Context: an optimization exercise on an open-source flow, tuned for small area, a short achievable clock period and few clock cycles per item. The choices shown serve that exercise and are no tape-out recipe.
No functional check of the RTL was part of any run shown here.
Power and IR drop assume default switching activity.

==> flow/design.v <==
module div_step #(
    parameter R = 8,
    parameter L = 8,
    parameter M1 = 0
) (
    input  [R+L-1:0] rq,       
    input  [R-1:0]   dv,       
    input            qen,
    input            qinv,
    output [R+L-1:0] rq_next
);
    wire [R:0]   t    = rq[R+L-1:L-1];        
    wire [R+1:0] diff = {1'b0, t} + {2'b11, ~dv} + (M1 ? 1'b0 : 1'b1);    
    wire         ge   = ~diff[R+1];
    wire [R-1:0] rem  = ge ? diff[R-1:0] : t[R-1:0];
    assign rq_next = {rem, rq[L-2:0], (ge & qen) ^ qinv};
endmodule
module rgb2hsv_clk (
    input pclk,
    input rst,  
    input enable,  
    input[23:0] RGB24,
    output[24:0] HSV25,
    output reg hsv_done
);
localparam LAST = 4'd9;
reg [3:0]  cnt;       
reg        c1;        
reg        r_ge_g, r_ge_b, g_ge_b;    
reg [7:0]  vmax;      
reg [7:0]  dm1;       
reg [15:0] srq;       
reg [13:0] hrq;       
reg [1:0]  sel;       
reg        neg;       
always @(posedge pclk) begin
    c1 <= enable;
    r_ge_g <= RGB24[23:16] >= RGB24[15:8];
    r_ge_b <= RGB24[23:16] >= RGB24[7:0];
    g_ge_b <= RGB24[15:8] >= RGB24[7:0];
    if (rst) begin
        cnt <= 4'd0;
        hsv_done <= 1'b0;
    end else begin
        if (enable)
            cnt <= 4'd1;
        else if (cnt == LAST)
            cnt <= 4'd0;
        else if (cnt != 4'd0)
            cnt <= cnt + 4'd1;
        hsv_done <= cnt == LAST;
    end
end
wire [7:0] r = srq[15:8];
wire [7:0] g = srq[7:0];
wire [7:0] b = hrq[7:0];
wire rmax = r_ge_g & r_ge_b;
wire gmax = ~rmax & g_ge_b;
wire [7:0] mx  = rmax ? r : (gmax ? g : b);
wire [7:0] mid = rmax ? (g_ge_b ? g : b) : gmax ? (r_ge_b ? r : b) : (r_ge_g ? r : g);
wire [7:0] mn  = rmax ? (g_ge_b ? b : g) : gmax ? (r_ge_b ? b : r) : (r_ge_g ? g : r);
wire [1:0] f_sel = rmax ? 2'd0 : (gmax ? 2'd1 : 2'd2);
wire f_neg = rmax ? ~g_ge_b : gmax ? r_ge_b & (r != b) : ~r_ge_g;
wire [7:0] f_dm1 = mx + ~mn;
wire [7:0] f_x   = mid - mn;
wire nz = ~&dm1;
wire [15:0] s_next;
div_step #(.R(8), .L(8)) u_s (.rq(srq), .dv(vmax), .qen(nz), .qinv(1'b0), .rq_next(s_next));
wire [13:0] h_next;
div_step #(.R(8), .L(6), .M1(1)) u_h (.rq(hrq), .dv(dm1), .qen(1'b1), .qinv(neg), .rq_next(h_next));
wire [13:0] h60 = {hrq[7:0], 6'd0} - {4'd0, hrq[7:0], 2'd0};
wire [5:0]  hq = hrq[5:0];
wire [8:0]  base = sel == 2'd0 ? (neg ? 9'd297 : 9'd0) :
                   sel == 2'd1 ? (neg ? 9'd57 : 9'd120) :
                                 (neg ? 9'd177 : 9'd240);
wire [8:0]  hue = base + {3'd0, hq};
always @(posedge pclk) begin
    if (enable) begin
        srq  <= RGB24[23:8];
    end else if (c1) begin
        vmax <= mx;
        sel  <= f_sel;
        neg  <= f_neg;
        dm1  <= f_dm1;
        srq  <= {f_dm1, ~f_dm1};
    end else begin
        srq <= s_next;
    end
    if (enable)
        hrq <= {6'd0, RGB24[7:0]};
    else if (c1)
        hrq <= {6'd0, f_x};
    else if (cnt == 4'd2)
        hrq <= h60;
    else if (cnt == LAST)
        hrq <= {5'd0, hue};
    else
        hrq <= h_next;
end
assign HSV25 = {hrq[8:0], srq[7:0], vmax};
endmodule
==> flow/flow/run.sh <==
#!/bin/bash
# Layout flow: the standard ORFS flow, with the ORFS variables listed in
# flow/make_args.txt (one VAR=value per line) added to its make command line,
# e.g. a tighter SETUP_SLACK_MARGIN for the timing repair.  If flow/abc.script
# exists, synthesis uses it as ABC's mapping script; everything else, and
# every later step, is the standard flow.  Each step's full output goes to a
# log file in this folder; ORFS's own logs stay under orfs/logs.
set -euo pipefail
ARGS=()
while IFS= read -r line; do
  [[ -z "$line" || "$line" == \#* ]] && continue
  ARGS+=("$line")
done < flow/make_args.txt
if [[ -f flow/abc.script ]]; then
  mkdir -p scripts_abc
  for f in "$FLOW_HOME"/scripts/*; do ln -sf "$f" scripts_abc/; done
  rm -f scripts_abc/abc_speed.script
  cp flow/abc.script scripts_abc/abc_speed.script
  bash standard.sh SCRIPTS_DIR="$PWD/scripts_abc" "${ARGS[@]}" synth > synth.log 2>&1
fi
bash standard.sh "${ARGS[@]}" finish > finish.log 2>&1
==> flow/flow/abc.script <==
&get -n
&st
&syn2
&dch -f
&nf -R 1000
&put
buffer -c
upsize -c
dnsize -c
==> flow/flow/make_args.txt <==
SETUP_SLACK_MARGIN=5.0
ADDER_MAP_FILE=
BUFFER_PORTS_ARGS=-buffer_cell sky130_fd_sc_hd__buf_1
CTS_BUF_LIST=sky130_fd_sc_hd__clkbuf_4 sky130_fd_sc_hd__clkbuf_8
==> flow/standard.sh <==
#!/bin/bash
# synth_recipe.tcl (not shown) runs the flow's synth.tcl, then flattens the netlist and writes it again
# the make line also repeats each setting of config.mk as NAME=value (left out here)
make -C /OpenROAD-flow-scripts/flow DESIGN_CONFIG=/design/flow/config.mk WORK_HOME=/design/flow/orfs CLKGATE_MAP_FILE= SYNTH_SCRIPT=/design/flow/synth_recipe.tcl "${@:-finish}"
==> flow/config.mk <==
export PLATFORM = sky130hd
export DESIGN_NAME = rgb2hsv_clk
export DESIGN_NICKNAME = rgb2hsv_clk
export VERILOG_FILES = /design/flow/design.v
export SDC_FILE = /design/flow/constraint.sdc
export NUM_CORES = 4
export LEC_CHECK = 0
export CAP_MARGIN = 20
export CORE_MARGIN = 2
export CORE_UTILIZATION = 40
export SLEW_MARGIN = 20
==> flow/constraint.sdc <==
create_clock -name core_clock -period 8.0 [get_ports {pclk}]
set_input_delay 1.6000 -clock core_clock [delete_from_list [all_inputs] [get_ports {pclk}]]
set_output_delay 1.6000 -clock core_clock [all_outputs]
set_load 0.01 [all_outputs]
==> impl_results.md, run 1 <==
* Status: complete, no violations
* Slew Viols, Final at 0
* Port Buffers at 52
* Multi-input gate area at 0.00372 mm²
* WL/cell at around 20 µm
* Fin crit share at 0.377
* Clk slew on worst S/H paths at 0.07 ns
* Fmax at 331 MHz
* Initial antenna violation count at 1
* Fraction of registers with async set/reset at 0
* Clk_skew at between 0.009 and 0.01 ns
* Place WS at 4.12 ns
* Reg2reg path depth at 17
* Final min period at 3.02 ns
* Worst path required time at slightly above 8 ns
* Post-synth top flop: dfxtp_1
* DR iter-0 viols at 522
* Initial Utilization at 0.405
* Die ar. at 0.0142 mm²
* IO Count at 53
* Syn Nets at 766
* GRT overflow at 0
* Ant diodes at 0
* Launch point of the worst reg-to-reg path: dm1[0]
* Die width at 119 µm
* Via/cell ratio at 5.95
* Fillers at 1304
* Yosys cell types at 74
* CTS Buffer Depth at 2
* Synth Instances at 739
* CTS H-Tree Depth at 3
* Synth warn at 1
* Post-synth EDFFs at 19
* CP Class: reg2reg
* Leak at 2.37 nW
* Hold Path Sink: srq[7]
* CP arrival at 3.26 ns
* WL final at 20000 µm
* Worst hold path class: reg2reg
* DR pass1 iterations at 5
* Max Cap Viol at 0
* Slew HR at 0.281
* RR Endpoint: hrq[7]
* DP HPWL at roughly 14000 µm
* Mapped Avg Cell Area at 7.17 µm²
* CTS buffer count at 9
* Hold_sp: srq[6]
* Crit end category: register
* Die height at about 120 µm
* Largest cells by area after synthesis: dfxtp_1, edfxtp_1, xnor2_1
* Seq. cell area at between 0.001 and 0.0015 mm²
* Power density cells at 334 mW/mm²
* CP max FO at 5
* Routed Antenna Nets at 0
* RSZ-0062 raised after global routing: true
* Mapped Area at 0.00530 mm²
* GPL Wtd Cong at ~0.94
* Commonest non-fill, non-tap cell in the layout: nor2_1
* Sequential-to-total area share from yosys stat at 0.255
* R2R Setup Slk at ~5 ns
* Most frequent cells in the layout: nor2_1, nand2_1, a21oi_1
* Setup TNS at 0 ns
* TritonCTS clock tree: done
* FF+latch count, synth at 58
* Rows at 42
* Final Setup Violations at 0
* GRT Overall Usage at 0.268
* Final hold vios at 0
* Hold buffer count at cts at 0
* Largest net degree at the start of global routing at between 40 and 50
* Area delta synth->final at 20.0%
* DRC Markers at 0
* Root Driver: clkbuf_8
* Ratio of cells with drive above 1 in the final layout at 0.180
* Vias in the first global route at approximately 5300
* Leading area contributor after synthesis: dfxtp_1
* Vias post-DR at a little under 6000
* Max IR drop VDD at 0.000116 V
* Synth top area share at 0.147
* CTS sink count at 58
* First-pass GRT wire length at 29300 µm
* CP Launch Type: register
* Core Box Area at 0.0131 mm²
* Hold path depth at 2
* Tightest Pin Transition at 1.06 ns
* Final setup margin at 4.98 ns
* Skew-Pair Late Insertion Delay at 0.36 ns
* Nets at 824
## repair_timing
item / in CTS / in global routing
cloned: 0 / 3
gates resized for setup: 34 / 42
setup endpoints to repair: 51 / 45
setup buffers: 11 / 33
pin swaps: 3 / 31
## where the power goes
| group | leakage, nW | switching, mW | total, mW | internal (mW) |
|---|---|---|---|---|
| clock network | 0.0934 | 0.128 | 0.253 | 0.125 |
| registers | 0.506 | 0.171 | 0.574 | 0.402 |
| logic | 1.77 | 0.739 | 1.30 | 0.558 |
| total | 2.37 | 1.04 | 2.12 | 1.09 |
## metrics by stage
step	instance area, µm²	cells	utilization	hold WS [ns]	total power [mW]
2_1_floorplan	5300	739	-	0.529	1.38
5_1_grt	6360	977	0.486	0.614	2.26
3_3_place_gp	5480	915	0.419	0.559	1.66
4_1_cts	5880	941	0.449	0.586	1.97
3_5_place_dp	5480	915	0.419	0.563	1.66
6_report	6360	977	0.486	0.588	2.12
## how the worst max path moves through the flow
stage,slack (ns),end,startpoint,cells after the start
final,4.98,hrq[7],dm1[0],17
after global routing,4.80,hrq[7],dm1[0],17
after CTS,4.98,srq[15],r_ge_b,15
after detailed placement,4.12,vmax[0],enable,5
after global placement,4.14,vmax[2],enable,5
after floorplan,5.27,hrq[6],dm1[0],17
## registers in the layout (all words and copies together), names as in the netlist
name / flops
neg: 1
r_ge_g: 1
g_ge_b: 1
vmax: 8
cnt: 4
hsv_done: 1
srq: 16
dm1: 8
hrq: 14
c1: 1
sel: 2
r_ge_b: 1
## final cells by class
cell class                 instances  area share
tap                              176      0.0346
multi-input combinational        579       0.585
timing repair buffer             105       0.108
inverter                          44      0.0280
clock inverter                     3     0.00256
sequential                        58       0.218
clock buffer                      12      0.0240
## Yosys cell counts (all sizes together) (6+ instances only)
| cell type | number |
|---|---|
| xnor2 | 45 |
| nor2b | 21 |
| o22ai | 24 |
| nand2b | 13 |
| xor2 | 35 |
| a22oi | 8 |
| dfxtp | 39 |
| inv | 43 |
| o31ai | 10 |
| nor3 | 28 |
| o21ai | 48 |
| clkbuf | 26 |
| and2 | 6 |
| nand2 | 75 |
| buf | 34 |
| nor2 | 95 |
| nand3 | 6 |
| a31oi | 17 |
| a21oi | 65 |
| edfxtp | 19 |
## cell families after synthesis
logic type | count (synthesis) | share of synthesized area
xor gates and xnor gates | 80 | 0.132
and+or+nand+nor | 268 | 0.239
muxes | 4 | 0.00779
AOI/OAI and AO/OA | 220 | 0.269
DFF | 58 | 0.255
buffers and inverters | 104 | 0.0869
adders and majority gates | 5 | 0.00992
## per-layer routing
layer	part of all wire	vias up	wire (µm)	GRT usage
met5	0	-	0	0
met3	0.074	33	1470	0.0508
met2	0.46	273	9140	0.425
met1	0.44	2789	8870	0.367
li1	-	2721	-	-
met4	0.026	0	511	0.0863
## worst max-delay path, stage by stage, from the launching register on
cell and delay [ns]:
edfxtp_1 0.42, nand2b_4 0.17, a21o_1 0.17, and2_4 0.16, o221a_4 0.22, a21oi_4 0.14, nand2_1 0.08, nand2_1 0.08
o21ai_2 0.08, nor4b_2 0.31, a21oi_2 0.08, a21oi_2 0.19, nor3_4 0.09, nor2_1 0.13, xnor2_1 0.13, a21oi_1 0.11
o31ai_2 0.25, a2bb2oi_1 0.10
==> inputs of run 2 (changes only) <==
==> flow/flow/abc.script (replaced) <==
&get -n
&st
&syn2
&dch -f
&nf -R 1000
&put
==> run 2 against run 1 <==
Against the previous run:
- cell area down 3.6%
- highest routed layer unchanged
- die area is 5.8% lower
- via count down 3.7%
- first-iteration DRC count up 16%
- combinational power decreased by 4%
==> impl_results.md, run 2 <==
* Status: complete, no violations
* Mapped Area at 0.00498 mm²
* WL final at between 15000 and 20000 µm
* DR iter-0 viols at 606
* Most frequent cells in the layout: nor2_1, nand2_1, a21oi_1
* CP max FO at 7
* GRT Overall Usage at 0.269
* Final Non-Filler Cells at 950
* Setup crit start: r_ge_b
* Largest register FFs at 16
* Placed Instance Area at ~0.0054 mm²
* TritonCTS clock tree: done
* Tightest Pin Transition at between 0.8 and 0.9 ns
* Clk_skew at 0.0149 ns
* Mapped Avg Cell Area at 7.24 µm²
* Die height at 116 µm
* Clock share of power at 0.132
* GPL Wtd Cong at around 1.0
* Skew-Pair Late Insertion Delay at 0.38 ns
* CP Class: reg2reg
* Synth Instances at 688
* Final setup margin at 5.01 ns
* CP Launch Type: register
* Hold_sp: srq[6]
* Vias in the first global route at 5208
* Die ar. at 0.0134 mm²
* Final hold vios at 0
* FF+latch count, synth at 58
* Ant diodes at 0
* DP HPWL at 12500 µm
* Sequential share of power at 0.273
* Sequential-to-total area share from yosys stat at 0.271
* GRT overflow at 0
* Place WS at 3.97 ns
* Leak at 2.09 nW
* Worst path required time at 8.14 ns
* Initial Utilization at 0.413
* Area delta synth->final at 23.0%
* Launch point of the worst reg-to-reg path: r_ge_b
* IO Count at 53
* CTS sink count at 58
* Initial antenna violation count at 0
* Largest cells by area after synthesis: dfxtp_1, edfxtp_1, xnor2_1
* CTS buffer count at 9
* Slew Viols, Final at 0
* Post-synth EDFFs at 19
* Leading area contributor after synthesis: dfxtp_1
* Ratio of cells with drive above 1 in the final layout at 0.162
* Final Setup Violations at 0
* Post-synth top flop: dfxtp_1
* Top reg by flops: srq
* Clk slew on worst S/H paths at 0.08 ns
* Reg2reg path depth at 14
* CTS Buffer Depth at 2
* First-pass GRT wire length at 27400 µm
* Fraction of registers with async set/reset at 0
* Internal power at between 1 and 1.5 mW
* Root Driver: clkbuf_8
* Fin crit share at 0.374
* Setup TNS at 0 ns
* Port Buffers at 52
* Post-layout instance area at 0.00612 mm²
* Routed Antenna Nets at 0
* CTS H-Tree Depth at 3
* RSZ-0062 raised after global routing: true
* Net Switching at 1.02 mW
* Biggest regs: srq: 16 flops, hrq: 14 flops
* Core Box Area at 0.0121 mm²
* Synth top area share at 0.157
* Max IR drop VDD at 0.000140 V
* Via/cell ratio at 5.89
* WL/cell at ~19 µm
* Power density cells at 344 mW/mm²
* Synth warn at 1
* Die width at roughly 120 µm
* Hold buffer count at cts at 0
* Syn Nets at ~720
* Largest net degree at the start of global routing at 43
* Placed Instances at 903
* Synth cell count leaders: nor2_1, nand2_1, a21oi_1
* DR pass1 iterations at 5
* Crit end category: register
* Logic pwr share at 0.594
* Total power at 2.11 mW
* Top-count cell post-synth: nor2_1
* Commonest non-fill, non-tap cell in the layout: nor2_1
* Yosys cell types at 52
* Max Cap Viol at 0
* Nets at about 800
* Hold path depth at 2
* Worst hold path class: reg2reg
* Fmax at 335 MHz
* Final min period at ~3.0 ns
* DRC Markers at 0
* Vias post-DR at 5599
* CP arrival at 3.13 ns
* Rows at 40
* Sw Share at 0.486
* Slew HR at 0.413
-- run 2: path summary, 6_finish.rpt --
kind,to,slack [ns]
setup reg to reg,dm1[7],5.01
hold / removal,srq[7],0.57
hold reg to reg,srq[7],0.57
setup / recovery,dm1[7],5.01
-- run 2: power groups by stage --
stage / clock network (mW) / logic [mW] / registers [mW]
2_1_floorplan: 0 / 0.772 / 0.537
3_3_place_gp: 0 / 0.990 / 0.582
3_5_place_dp: 0 / 1.00 / 0.584
4_1_cts: 0.283 / 1.11 / 0.566
5_1_grt: 0.295 / 1.35 / 0.587
6_report: 0.279 / 1.25 / 0.576
-- run 2: cell families after synthesis --
family	Yosys count	synth area share
and+or+nand+nor	268	0.246
AOI/OAI and AO/OA	220	0.276
xor gates and xnor gates	80	0.141
DFF	58	0.271
buffers and inverters	53	0.0467
adders and majority gates	5	0.0101
muxes	4	0.00829
-- run 2: cell type report --
type,instances,area [µm²]
Fill cell,1213,5940
Multi-Input combinational cell,577,3690
Sequential cell,58,1390
Timing Repair Buffer,87,465
Tap cell,168,210
Inverter,44,179
Clock buffer,9,124
Clock inverter,7,70.1
-- run 2: worst max-delay path: stages, from the launching register on --
cell      delay (ns)
dfxtp_4         0.43
buf_4           0.14
clkinv_1        0.22
nor2_1          0.23
nor2_1          0.07
nor3_1          0.22
a311oi_2        0.09
o221a_1         0.32
o31ai_4         0.09
nor2b_4         0.21
a311oi_4        0.05
o311ai_2        0.29
xor2_1          0.22
buf_4           0.14
clkinv_1        0.04
-- run 2: metal layers --
layer / routed length [µm] / global-route usage / share of wire
met1: 7590 / 0.353 / 0.42
met2: 8200 / 0.418 / 0.46
met3: 1490 / 0.0570 / 0.083
met4: 703 / 0.136 / 0.039
met5: 0 / 0 / 0
-- run 2: repair_timing --
item | CTS | global route
pin swaps | 10 | 33
setup endpoints to repair | 50 | 43
buffers inserted | 18 | 13
gates resized for setup | 58 | 38
-- run 2: through the flow --
stage | hold WS, ns | utilization
2_1_floorplan | 0.529 | -
3_3_place_gp | 0.559 | 0.446
3_5_place_dp | 0.570 | 0.446
4_1_cts | 0.571 | 0.488
5_1_grt | 0.620 | 0.508
6_report | 0.570 | 0.508
==> inputs of run 3 (changes only) <==
==> flow/flow/make_args.txt (replaced) <==
SETUP_SLACK_MARGIN=5.0
BUFFER_PORTS_ARGS=-buffer_cell sky130_fd_sc_hd__buf_1
CTS_BUF_LIST=sky130_fd_sc_hd__clkbuf_4 sky130_fd_sc_hd__clkbuf_8
removed: flow/flow/abc.script
==> run 3 against run 2 <==
Against the previous run:
- clock skew shrank 0.0050 ns
- utilization shrank 4.4 points
- cell count grew 1.5%
- sequential cell count is the same
- wire length grew 13%
- critical path depth shrank 2
- critical endpoint is now srq[15]
- largest cell class unchanged
==> impl_results.md, run 3 <==
* DR pass1 iterations at 5
* Yosys cell types at 76
* Nets at 871
* CP max FO at 9
* WL/cell at between 20 and 25 µm
* CTS sink count at 58
* WL final at 20300 µm
* GRT overflow at 0
* Skew-Pair Late Insertion Delay at between 0.3 and 0.4 ns
* IO Count at 53
* DR iter-0 viols at roughly 570
* Seq. cell area at 0.00137 mm²
* Worst path required time at 8.24 ns
* Largest net degree at the start of global routing at 28
* Fraction of registers with async set/reset at 0
* Critical Path Slowest Stage Cell: or4b_4
* Commonest non-fill, non-tap cell in the layout: ha_1
* DRC Markers at 0
* Setup TNS at 0 ns
* Mapped Area at around 0.0059 mm²
* CTS Buffer Depth at 2
* Place WS at 3.78 ns
* Initial antenna violation count at 0
* TritonCTS clock tree: done
* Power density cells at around 370 mW/mm²
* Sequential-to-total area share from yosys stat at 0.229
* CTS buffer count at 9
* Top-count cell post-synth: ha_1
* CP cell instances: buf_12 -> nand2b_4 -> o22a_1 -> o21ai_2 -> ha_4 -> inv_1 -> a211oi_2 -> a2111oi_4 -> or4b_4 -> a31oi_4 -> xnor2_2 -> a221o_1
* Synth top area share at 0.142
* Die width at 126 µm
* GPL Wtd Cong at a little over 0.9
* First-pass GRT wire length at about 31000 µm
* Crit-path max cell delay at 0.57 ns
* Vias in the first global route at 5683
* GRT Overall Usage at 0.256
* Final hold vios at 0
* Die ar. at between 0.015 and 0.02 mm²
* R2R Setup Slk at 5.02 ns
* CP top delay family: compound AO/OA/AOI/OAI gates
* Rows at 44
* CP Class: reg2reg
* Synth cell count leaders: ha_1, nor2_1, a21oi_1, inv_1
* Core Box Area at roughly 0.014 mm²
* Vias post-DR at 5856
* Post-synth EDFFs at 19
* Fmax at 336 MHz
* Post-synth top flop: dfxtp_1
* Fin crit share at 0.372
* RSZ-0062 raised after global routing: true
* Crit end category: register
* GR Layer Usage met2 at 0.416
* Syn Nets at 839
* Routed Antenna Nets at 0
* Clk_skew at 0.00991 ns
* Fillers at 1490
* CP arrival at ~3.2 ns
* Largest register FFs at 16
* Clk slew on worst S/H paths at roughly 0.07 ns
* Worst Path Buf+Inv at 2
* Max IR drop VDD at 0.000157 V
* Slew HR at 0.420
* DP HPWL at 15200 µm
* Gr busiest metal: met2
* CTS H-Tree Depth at 3
* Mapped Avg Cell Area at between 7 and 8 µm²
* Multi-input gate area at 0.00430 mm²
* Final Setup Violations at 0
* Leak at 2.81 nW
* Met3 Use GR at 0.0484
* Final min period at between 2 and 3 ns
* Root Driver: clkbuf_8
* FF+latch count, synth at 58
* Die height at 126 µm
* Ratio of cells with drive above 1 in the final layout at 0.108
* Via/cell ratio at 6.07
* Max Cap Viol at 0
* Worst hold path class: reg2reg
* Top reg by flops: srq
* Slew Viols, Final at 0
* Synth Instances at around 740
* Largest cells by area after synthesis: ha_1, dfxtp_1, edfxtp_1
* Port Buffers at 52
* Biggest regs: srq: 16 flops, hrq: 14 flops
* Area delta synth->final at 13.5%
* Synth warn at 1
* Met1 usage at 0.334
* Status: complete, no violations
* Most frequent cells in the layout: ha_1, inv_1, nor2_1
* Leading area contributor after synthesis: ha_1
* Ant diodes at 0
* Initial Utilization at 0.408
* Final setup margin at 5.02 ns
* CP Launch Type: register
* Tightest Pin Transition at 0.870 ns
## run 3: cell count changes in the layout (fill, tap and decap cells not counted), moves of 20 or more
cell | previous run | this run
nor2_1 | 81 | 57
xor2_1 | 35 | 12
buf_4 | 32 | 12
clkinv_1 | 40 | 2
ha_1 | 0 | 65
a21o_1 | 1 | 21
nand2_1 | 68 | 36
inv_1 | 0 | 58
## run 3: logic make-up (layout without fill, tap and decap cells)
| logic type | Yosys count | in the layout | share of synthesized area |
|---|---|---|---|
| AOI/OAI and AO/OA | 240 | 240 | 0.276 |
| buffers and inverters | 108 | 145 | 0.0754 |
| muxes | 15 | 15 | 0.0254 |
| and+or+nand+nor | 209 | 209 | 0.181 |
| adders and majority gates | 69 | 69 | 0.149 |
| DFF | 58 | 58 | 0.229 |
| xor gates and xnor gates | 44 | 44 | 0.0652 |
## run 3: where the power goes
group | internal, mW | switching (mW)
Clock | 0.152 | 0.126
Combinational | 0.684 | 0.869
Sequential | 0.422 | 0.235
Total | 1.26 | 1.23
## run 3: worst reg2reg max path, cell delays in order (launching register included)
cell and delay [ns]:
dfxtp_4 0.40, buf_12 0.14, nand2b_4 0.17, o22a_1 0.15
o21ai_2 0.09, ha_4 0.31, inv_1 0.07, a211oi_2 0.24
a2111oi_4 0.13, or4b_4 0.57, a31oi_4 0.20, xnor2_2 0.09
a221o_1 0.31
## run 3: final timing paths
| kind | from | to | cells past startpoint |
|---|---|---|---|
| setup reg to reg | g_ge_b | srq[15] | 12 |
| hold / removal | hrq[10] | hrq[11] | 2 |
| setup / recovery | g_ge_b | srq[15] | 12 |
| hold reg to reg | hrq[10] | hrq[11] | 2 |
## run 3: final cells by class
type / instances / area share
Timing Repair inverter: 1 / 0.00112
Tap cell: 184 / 0.0343
Timing Repair Buffer: 67 / 0.0545
Clock inverter: 4 / 0.00634
Clock buffer: 12 / 0.0218
Multi-Input combinational cell: 577 / 0.641
Sequential cell: 58 / 0.205
Inverter: 61 / 0.0358
## run 3: repair_timing
action	in CTS	in global routing
pin swaps	2	7
resized for setup	33	33
hold buffers	0	0
endpoints found under the hold margin	0	0
cloned	2	1
setup buffers	3	7
endpoints found under the setup margin	47	22
## run 3: per-stage QoR
step | hold WS [ns] | instance area [µm²] | util | power (mW) | cells
detailed placement | 0.578 | 6150 | 0.425 | 2.08 | 935
finish | 0.592 | 6710 | 0.463 | 2.49 | 964
global route | 0.629 | 6710 | 0.463 | 2.67 | 964
floorplan | 0.509 | 5950 | - | 1.69 | 743
global placement | 0.577 | 6150 | 0.425 | 2.05 | 935
CTS | 0.596 | 6510 | 0.450 | 2.39 | 956
## run 3: routing by layer
layer	up-vias	wire (µm)
li1	2776	-
met4	0	724
met5	-	0
met3	46	1370
met2	230	9400
met1	2804	8790
==> inputs of run 4 (changes only) <==
==> flow/design.v (replaced) <==
module div_step #(
    parameter R = 8,
    parameter L = 8,
    parameter M1 = 0
) (
    input  [R+L-1:0] rq,       
    input  [R-1:0]   dv,       
    output [R+L-1:0] rq_next
);
    wire [R:0]   t    = rq[R+L-1:L-1];        
    wire [R+1:0] diff = {1'b0, t} + {2'b11, ~dv} + (M1 ? 1'b0 : 1'b1);    
    wire         ge   = ~diff[R+1];
    wire [R-1:0] rem  = ge ? diff[R-1:0] : t[R-1:0];
    assign rq_next = {rem, rq[L-2:0], ge};
endmodule
module rgb2hsv_clk (
    input pclk,
    input rst,  
    input enable,  
    input[23:0] RGB24,
    output[24:0] HSV25,
    output reg hsv_done
);
localparam LAST = 3'd5;
reg [23:0] rgb_q;
reg [2:0]  cnt;
reg [7:0]  vmax;      
reg [7:0]  dm1;       
reg [15:0] srq;       
reg [13:0] hrq;       
reg [1:0]  sel;       
reg        neg;       
always @(posedge pclk) begin
    rgb_q <= RGB24;
    if (rst) begin
        cnt <= 3'd0;
        hsv_done <= 1'b0;
    end else begin
        if (enable)
            cnt <= 3'd1;
        else if (cnt == LAST)
            cnt <= 3'd0;
        else if (cnt != 3'd0)
            cnt <= cnt + 3'd1;
        hsv_done <= cnt == LAST;
    end
end
wire [7:0] r = rgb_q[23:16];
wire [7:0] g = rgb_q[15:8];
wire [7:0] b = rgb_q[7:0];
wire r_ge_g = r >= g;
wire r_ge_b = r >= b;
wire g_ge_b = g >= b;
wire rmax = r_ge_g & r_ge_b;
wire gmax = ~rmax & g_ge_b;
wire [7:0] mx  = rmax ? r : (gmax ? g : b);
wire [7:0] mid = rmax ? (g_ge_b ? g : b) : gmax ? (r_ge_b ? r : b) : (r_ge_g ? r : g);
wire [7:0] mn  = rmax ? (g_ge_b ? b : g) : gmax ? (r_ge_b ? b : r) : (r_ge_g ? g : r);
wire [7:0] f_dm1 = mx + ~mn;
wire [7:0] f_x   = mid - mn;
wire [1:0] f_sel = rmax ? 2'd0 : (gmax ? 2'd1 : 2'd2);
wire f_neg = rmax ? ~g_ge_b : gmax ? r_ge_b & (r != b) : ~r_ge_g;
wire [15:0] s_mid, s_next;
div_step #(.R(8), .L(8)) u_s0 (.rq(srq),   .dv(vmax), .rq_next(s_mid));
div_step #(.R(8), .L(8)) u_s1 (.rq(s_mid), .dv(vmax), .rq_next(s_next));
wire [13:0] h_mid, h_next;
div_step #(.R(8), .L(6), .M1(1)) u_h0 (.rq(hrq),   .dv(dm1), .rq_next(h_mid));
div_step #(.R(8), .L(6), .M1(1)) u_h1 (.rq(h_mid), .dv(dm1), .rq_next(h_next));
wire [13:0] h60 = {hrq[7:0], 6'd0} - {4'd0, hrq[7:0], 2'd0};
always @(posedge pclk) begin
    if (cnt == 3'd1) begin
        vmax <= mx;
        dm1  <= f_dm1;
        sel  <= f_sel;
        neg  <= f_neg;
        srq  <= {f_dm1, ~f_dm1};
        hrq  <= {6'd0, f_x};
    end else begin
        srq <= s_next;
        if (cnt == 3'd2)
            hrq <= h60;
        else
            hrq <= h_next;
    end
end
wire [5:0] hq = hrq[5:0];
wire [8:0] base = sel == 2'd0 ? (neg ? 9'd360 : 9'd0) :
                  sel == 2'd1 ? 9'd120 : 9'd240;
wire [8:0] hue = neg ? base - {3'd0, hq} : base + {3'd0, hq};
wire nz = ~&dm1;
assign HSV25 = {hue, srq[7:0] & {8{nz}}, vmax};
endmodule
==> flow/run.sh (new file) <==
#!/bin/bash
# synth_recipe.tcl (not shown) runs the flow's synth.tcl, then flattens the netlist and writes it again
# the make line also repeats each setting of config.mk as NAME=value (left out here)
make -C /OpenROAD-flow-scripts/flow DESIGN_CONFIG=/design/flow/config.mk WORK_HOME=/design/flow/orfs CLKGATE_MAP_FILE= SYNTH_SCRIPT=/design/flow/synth_recipe.tcl finish
--- a/flow/config.mk
+++ b/flow/config.mk
@@ -8,4 +8,5 @@
 export CAP_MARGIN = 20
 export CORE_MARGIN = 2
 export CORE_UTILIZATION = 40
+export SETUP_SLACK_MARGIN = 4.5
 export SLEW_MARGIN = 20
removed: flow/flow/run.sh
removed: flow/flow/make_args.txt
removed: flow/standard.sh
==> run 4 against run 3 <==
Against the previous run:
- first-iteration DRC count grew 3.5%
- setup slack lost 1.3 ns
- sequential cell count grew 19
- non-clock buffer count grew 150
- register-to-register slack lost 1.2 ns
- critical path type is now reg2out
- largest power group unchanged
- highest routed layer unchanged
==> impl_results.md, run 4 <==
* Worst path required time at 6.40 ns
* Crit end category: primary output
* CTS Buffer Depth at 2
* RR Endpoint: srq[15]
* Via/cell ratio at 5.80
* Area delta synth->final at 57.3%
* Syn Nets at 887
* Fraction of registers with async set/reset at 0
* Initial antenna violation count at 0
* GRT overflow at 0
* DR iter-0 viols at 594
* Mapped Area at 0.00657 mm²
* Final Core Density at 0.648
* Skew-Pair Late Insertion Delay at ~0.34 ns
* Max IR drop VDD at 0.000224 V
* CP top delay family: compound AO/OA/AOI/OAI gates
* Largest cells by area after synthesis: dfxtp_1, ha_1, edfxtp_1
* Clk slew on worst S/H paths at 0.07 ns
* CTS sink count at 77
* Root Driver: clkbuf_16
* Most frequent cells in the layout: buf_4, nor2_1, inv_1, ha_1, a21oi_1
* Status: complete, no violations
* RSZ-0062 raised after global routing: true
* Fmax at 232 MHz
* Ratio of cells with drive above 1 in the final layout at 0.427
* Worst hold path class: reg2reg
* FF+latch count, synth at 77
* Power density cells at 449 mW/mm²
* Synth cell count leaders: ha_1, nor2_1, inv_1
* Top-count cell post-synth: ha_1
* Final Non-Filler Cells at between 1000 and 1500
* Mapped Avg Cell Area at 8.49 µm²
* Slew Viols, Final at 0
* GRT Overall Usage at 0.241
* Hold_sp: srq[2]
* Post-synth top flop: dfxtp_1
* Vias post-DR at around 7000
* Setup TNS at 0 ns
* Final min period at 4.31 ns
* Hold path depth at 2
* Launch point of the worst reg-to-reg path: srq[8]
* Tightest Pin Transition at 0.723 ns
* Port Buffers at 52
* Leak at 4.33 nW
* Worst Hold Margin at 0.449 ns
* Top reg by flops: rgb_q
* Synth warn at 1
* Final Setup Violations at 0
* Commonest non-fill, non-tap cell in the layout: buf_4
* CTS buffer count at 9
* GPL Wtd Cong at 0.927
* First-pass GRT wire length at 34000 µm
* CTS H-Tree Depth at 3
* Ant diodes at 0
* Core Box Area at approximately 0.016 mm²
* Die height at 132 µm
* CP arrival at roughly 2.7 ns
* Synth Instances at 773
* Die width at 132 µm
* Post-synth EDFFs at 19
* Rows at 46
* Final hold vios at 0
* Clk_skew at 0.00696 ns
* Largest net degree at the start of global routing at 32
* Slew HR at 0.518
* Worst Path Buf+Inv at 3
* Critical Path Stages at 12
* Largest register FFs at 24
* CP Class: reg2out
* Biggest regs: rgb_q: 24 flops, srq: 16 flops, hrq: 14 flops
* Synth top area share at 0.177
* Multi-input gate area at 0.00574 mm²
* Initial Utilization at 0.412
* IO Count at 53
* CP cell instances: or3_4 -> nand2_2 -> xor2_1 -> ha_1 -> buf_4 -> buf_6 -> a21o_1 -> a21oi_2 -> o21bai_1 -> a21oi_1 -> xnor2_1 -> buf_2
* DP HPWL at 13400 µm
* Reg2reg path depth at 17
* Yosys cell types at 81
* Vias in the first global route at 6867
* WL/cell at 19.0 µm
* CP Launch Type: register
* WL final at 22800 µm
* Max Cap Viol at 0
* Fin crit share at 0.539
* Total power at 4.64 mW
* Critical Path Slowest Stage Cell: or3_4
* Seq. cell area at about 0.0018 mm²
* Hold Path Sink: srq[4]
* Placed Instances at 1021
* Nets at around 1100
* CP max FO at 4
* TritonCTS clock tree: done
* Leading area contributor after synthesis: dfxtp_1
* DRC Markers at 0
* Sequential-to-total area share from yosys stat at 0.264
* Routed Antenna Nets at 0
* Fillers at roughly 1200
* Die ar. at 0.0175 mm²
* DR pass1 iterations at 5
* R2R Setup Slk at slightly below 4 ns
* Crit-path max cell delay at 0.39 ns
run 4: changes by cell type in the layout (fill, tap and decap cells not counted), sizes merged, moves of 12 or more:
cell,change
dfxtp,+19
nor2,+15
a21oi,+12
clkdlybuf4s50,+39
buf,+106
ha,+14
run 4: metal layers:
metal	routed length [µm]	track usage	vias to the layer above
met5	0	0	-
met4	1240	0.112	0
met3	1230	0.0442	115
met2	11200	0.422	334
met1	9100	0.286	3294
li1	-	-	3211
run 4: logic make-up after synthesis:
group	Yosys count	share of synthesized area
mux	19	0.0305
flops	77	0.264
fa+ha+maj	87	0.173
xor+xnor	52	0.0694
buf+inv	93	0.0568
compound gates	242	0.259
simple gates	203	0.148
run 4: timing repair:
| action | CTS | global route |
|---|---|---|
| hold buffers | 0 | 0 |
| cloned | 1 | 2 |
| setup endpoints to repair | 52 | 46 |
| hold endpoints to repair | 0 | 0 |
| resized for setup | 194 | 124 |
| setup buffers | 118 | 42 |
| pin swaps | 83 | 77 |
run 4: worst max path at each step:
stage / to / start
2_1_floorplan: srq[15] / vmax[1]
3_3_place_gp: hrq[6] / dm1[1]
3_5_place_dp: hrq[6] / dm1[1]
4_1_cts: HSV25[24] / hrq[1]
5_1_grt: HSV25[24] / hrq[1]
6_report: HSV25[23] / hrq[1]
run 4: worst register-to-register path, stage by stage, from the launching register on:
cell and delay [ns]:
dfxtp_1 0.45, ha_4 0.24, nor2b_4 0.12, o21ai_2 0.14, a21boi_2 0.08, o21a_1 0.20
o211ai_1 0.27, nand2_2 0.21, buf_4 0.18, mux2_2 0.30, ha_4 0.23, a21boi_2 0.16
o21ai_1 0.11, nand2b_1 0.08, a211o_1 0.32, a221oi_4 0.36, mux2_4 0.33, mux2_4 0.25
run 4: layout make-up:
cell class                 count  area share
clock buffer                  13      0.0294
clock inverter                 3     0.00194
sequential                    77       0.176
multi-input combinational    604       0.556
timing repair buffer         217       0.183
inverter                      70      0.0271
tap                          216      0.0262
run 4: stage by stage:
stage	cell area, µm²	worst slack [ns]
floorplan	6780	3.76
global placement	7450	3.22
detailed placement	7450	3.11
CTS	9400	3.67
global route	10300	3.55
finish	10300	3.69
run 4: where the power goes:
group,switching [mW],internal (mW),leakage [nW]
registers,0.108,0.533,0.676
logic,1.74,1.82,3.50
clock network,0.171,0.267,0.155
==> inputs of run 5 (changes only) <==
--- a/flow/config.mk
+++ b/flow/config.mk
@@ -8,5 +8,5 @@
 export CAP_MARGIN = 20
 export CORE_MARGIN = 2
 export CORE_UTILIZATION = 40
-export SETUP_SLACK_MARGIN = 4.5
+export SETUP_SLACK_MARGIN = 4.0
 export SLEW_MARGIN = 20
==> run 5 against run 4 <==
Against the previous run:
- via count decreased by 11%
- largest power group unchanged
- clock power decreased by 8.0%
- synthesized area unchanged
- clock skew increased by 0.0010 ns
- first-iteration DRC count decreased by 37%
- critical path depth unchanged
- count of clock-buffer cells in the layout unchanged
- non-clock buffer count decreased by 81
- sequential cell count unchanged
- total power decreased by 9.6%
==> impl_results.md, run 5 <==
* DR pass1 iterations at 7
* Nets at roughly 1000
* Final min period at between 4 and 5 ns
* Clk_skew at 0.00798 ns
* Fraction of registers with async set/reset at 0
* DRC Markers at 0
* CP cell instances: or3_4 -> nand2_4 -> xor2_2 -> ha_4 -> a31oi_2 -> nor2b_1 -> o21ai_1 -> nand2b_1 -> a21o_1 -> a21oi_2 -> xor2_1 -> buf_2
* Die height at roughly 130 µm
* Met2 wire len at 9180 µm
* Power density cells at about 470 mW/mm²
* Wl on met1 at 8030 µm
* Worst path required time at 6.40 ns
* Worst Path Buf+Inv at 1
* Port Buffers at 52
* Synth top area share at 0.177
* Synth warn at 1
* Skew-Pair Late Insertion Delay at 0.34 ns
* Post-synth top flop: dfxtp_1
* GPL Wtd Cong at 0.905
* Commonest non-fill, non-tap cell in the layout: buf_4
* Ratio of cells with drive above 1 in the final layout at 0.282
* DP HPWL at 13000 µm
* WL final at 18600 µm
* Worst hold path class: reg2reg
* FF+latch count, synth at 77
* Final Non-Filler Cells at 1119
* IO Count at 53
* Sequential-to-total area share from yosys stat at 0.264
* Fillers at 1402
* Leading area contributor after synthesis: dfxtp_1
* DR iter-0 viols at 373
* Most frequent cells in the layout: buf_4, nor2_1, ha_1
* Final Setup Violations at 0
* Met3 Wirelength at 894 µm
* Top-count cell post-synth: ha_1
* Hold_sp: srq[4]
* Slew Viols, Final at 0
* Via/cell ratio at 5.55
* Initial antenna violation count at 0
* Vias post-DR at between 6000 and 7000
* Post-synthesis compound-gate area fraction at 0.259
* Largest net degree at the start of global routing at 31
* CTS H-Tree Depth at 3
* Critical Path Slowest Stage Cell: or3_4
* Placed Instance Area at 0.00734 mm²
* Slew HR at 0.568
* Routed Antenna Nets at 0
* Top reg by flops: rgb_q
* CTS buffer count at 9
* GRT Overall Usage at 0.203
* WL/cell at 16.6 µm
* Final Core Density at 0.559
* Top layer in use: met4
* Main combinational cell family by area after synthesis: compound AO/OA/AOI/OAI gates
* CTS Buffer Depth at 2
* Final hold vios at 0
* Synth cell count leaders: ha_1, nor2_1, inv_1
* Syn Nets at 887
* Crit-path max cell delay at 0.40 ns
* GRT overflow at 0
* Setup TNS at 0 ns
* Multiplexer area fraction after synthesis at 0.0305
* Leak at 3.76 nW
* Max IR drop VDD at approximately 0.00030 V
* Xor and xnor area share after synthesis at 0.0694
* RSZ-0062 raised after global routing: true
* Placed Instances at 1021
* Fraction of the mapped netlist area in adder cells at 0.173
* Yosys cell types at 81
* Die ar. at 0.0175 mm²
* Area delta synth->final at 35.7%
* Die width at 132 µm
* Synth Instances at 773
* Max Cap Viol at 0
* Status: complete, no violations
* Launch point of the worst reg-to-reg path: vmax[1]
* CP max FO at 4
* Post-synth EDFFs at 19
* Ant diodes at 0
* Biggest regs: rgb_q: 24 flops, srq: 16 flops, hrq: 14 flops
* TritonCTS clock tree: done
* CP Class: reg2out
* CP top delay family: compound AO/OA/AOI/OAI gates
* Tightest Pin Transition at 0.648 ns
* Largest register FFs at 24
* Fin crit share at 0.541
* Mapped Avg Cell Area at 8.49 µm²
* Crit end category: primary output
* Worst Hold Margin at 0.460 ns
* Largest cells by area after synthesis: dfxtp_1, ha_1, edfxtp_1
* Vias in the first global route at 5880
* Mapped Area at 0.00657 mm²
* Rows at 46
* Post-layout instance area at about 0.009 mm²
* CP arrival at 2.73 ns
* Setup crit start: hrq[1]
* Initial Utilization at 0.412
* CP Launch Type: register
* Core Box Area at between 0.015 and 0.02 mm²
* Root Driver: clkbuf_16
* Synth Area in Simple Gates at 0.148
* Fmax at between 200 and 250 MHz
* Clk slew on worst S/H paths at 0.06 ns
* CTS sink count at 77
* Hold buffer count at cts at 0
* First-pass GRT wire length at roughly 29000 µm
-- run 5: routing by layer --
layer	track usage	vias up
li1	-	3050
met1	0.254	2916
met2	0.354	204
met3	0.0384	39
met4	0.0574	0
met5	0	-
-- run 5: worst register-to-register path, delay by kind of cell (launching register included) --
family,cells,cell delay (ns)
compound gates,10,1.81
simple gates,5,0.68
mux,2,0.58
fa+ha+maj,2,0.46
flops,1,0.40
buf+inv,1,0.10
-- run 5: worst paths after layout --
path | depth (start not counted) | endpoint | slack, ns
setup / recovery | 12 | HSV25[24] | 3.67
hold / removal | 2 | srq[6] | 0.46
setup reg to reg | 20 | srq[15] | 3.86
hold reg to reg | 2 | srq[6] | 0.46
-- run 5: area by class of cell --
cell class                 instances  area (µm²)  share of cell area
tap                              216         270              0.0303
multi-input combinational        604        5100               0.573
timing repair buffer             136        1180               0.133
clock inverter                     3        16.3             0.00183
sequential                        77        1790               0.200
inverter                          70         269              0.0302
clock buffer                      13         282              0.0316
-- run 5: kinds of logic (layout without fill, tap and decap cells) --
family | Yosys count | count (layout)
compound gates | 242 | 243
flops | 77 | 77
fa+ha+maj | 87 | 87
simple gates | 203 | 203
xor+xnor | 52 | 52
mux | 19 | 19
buf+inv | 93 | 222
-- run 5: report_power, final --
group	internal, mW	switching, mW
clock network	0.245	0.158
logic	1.60	1.55
registers	0.535	0.105
-- run 5: through the flow --
stage / power (mW) / setup slack (ns)
after detailed placement: 3.04 / 2.93
after CTS: 3.82 / 3.70
after global placement: 2.99 / 3.12
after global routing: 4.52 / 3.52
after floorplan: 2.49 / 3.76
final: 4.19 / 3.67
-- run 5: what timing repair did --
action | 4_1_cts | 5_1_grt
endpoints found under the setup margin | 40 | 33
resized for setup | 77 | 103
buffers inserted | 34 | 46
gates cloned | 2 | 0
pin swaps | 40 | 57

## afterwards: timing with drivers on the ports
Ports are ideal in the flow. The routed layouts listed here were re-timed in OpenROAD.
Step 1: set_driving_cell puts a clkbuf_16 on pclk and a buf_2 on each other input, an assumption about the parent block.
Step 2 times the ports against the registers' clock, not the clock port: input delays grow and output delays shrink by t, the midpoint of the rising clock arrivals with the driver on.
a / b / c = no drivers / after step 1 / after step 2; a / b = the first two.
run | t (ns) | slack for setup (ns) | clock arrival spread, ns
run 1 | 0.396 | 4.981 / 4.981 / 4.697 | 0.009 / 0.010
run 2 | 0.405 | 5.011 / 5.011 / 4.666 | 0.015 / 0.015
run 3 | 0.390 | 5.023 / 5.023 / 4.671 | 0.010 / 0.010
run 4 | 0.383 | 3.691 / 3.651 / 3.866 | 0.007 / 0.007
run 5 | 0.379 | 3.668 / 3.628 / 3.862 | 0.008 / 0.008
After both steps every run listed still meets setup and hold. For run 3, which loses most, drivers alone change the setup slack by 0.000 ns; drivers and shift together by -0.352 ns.
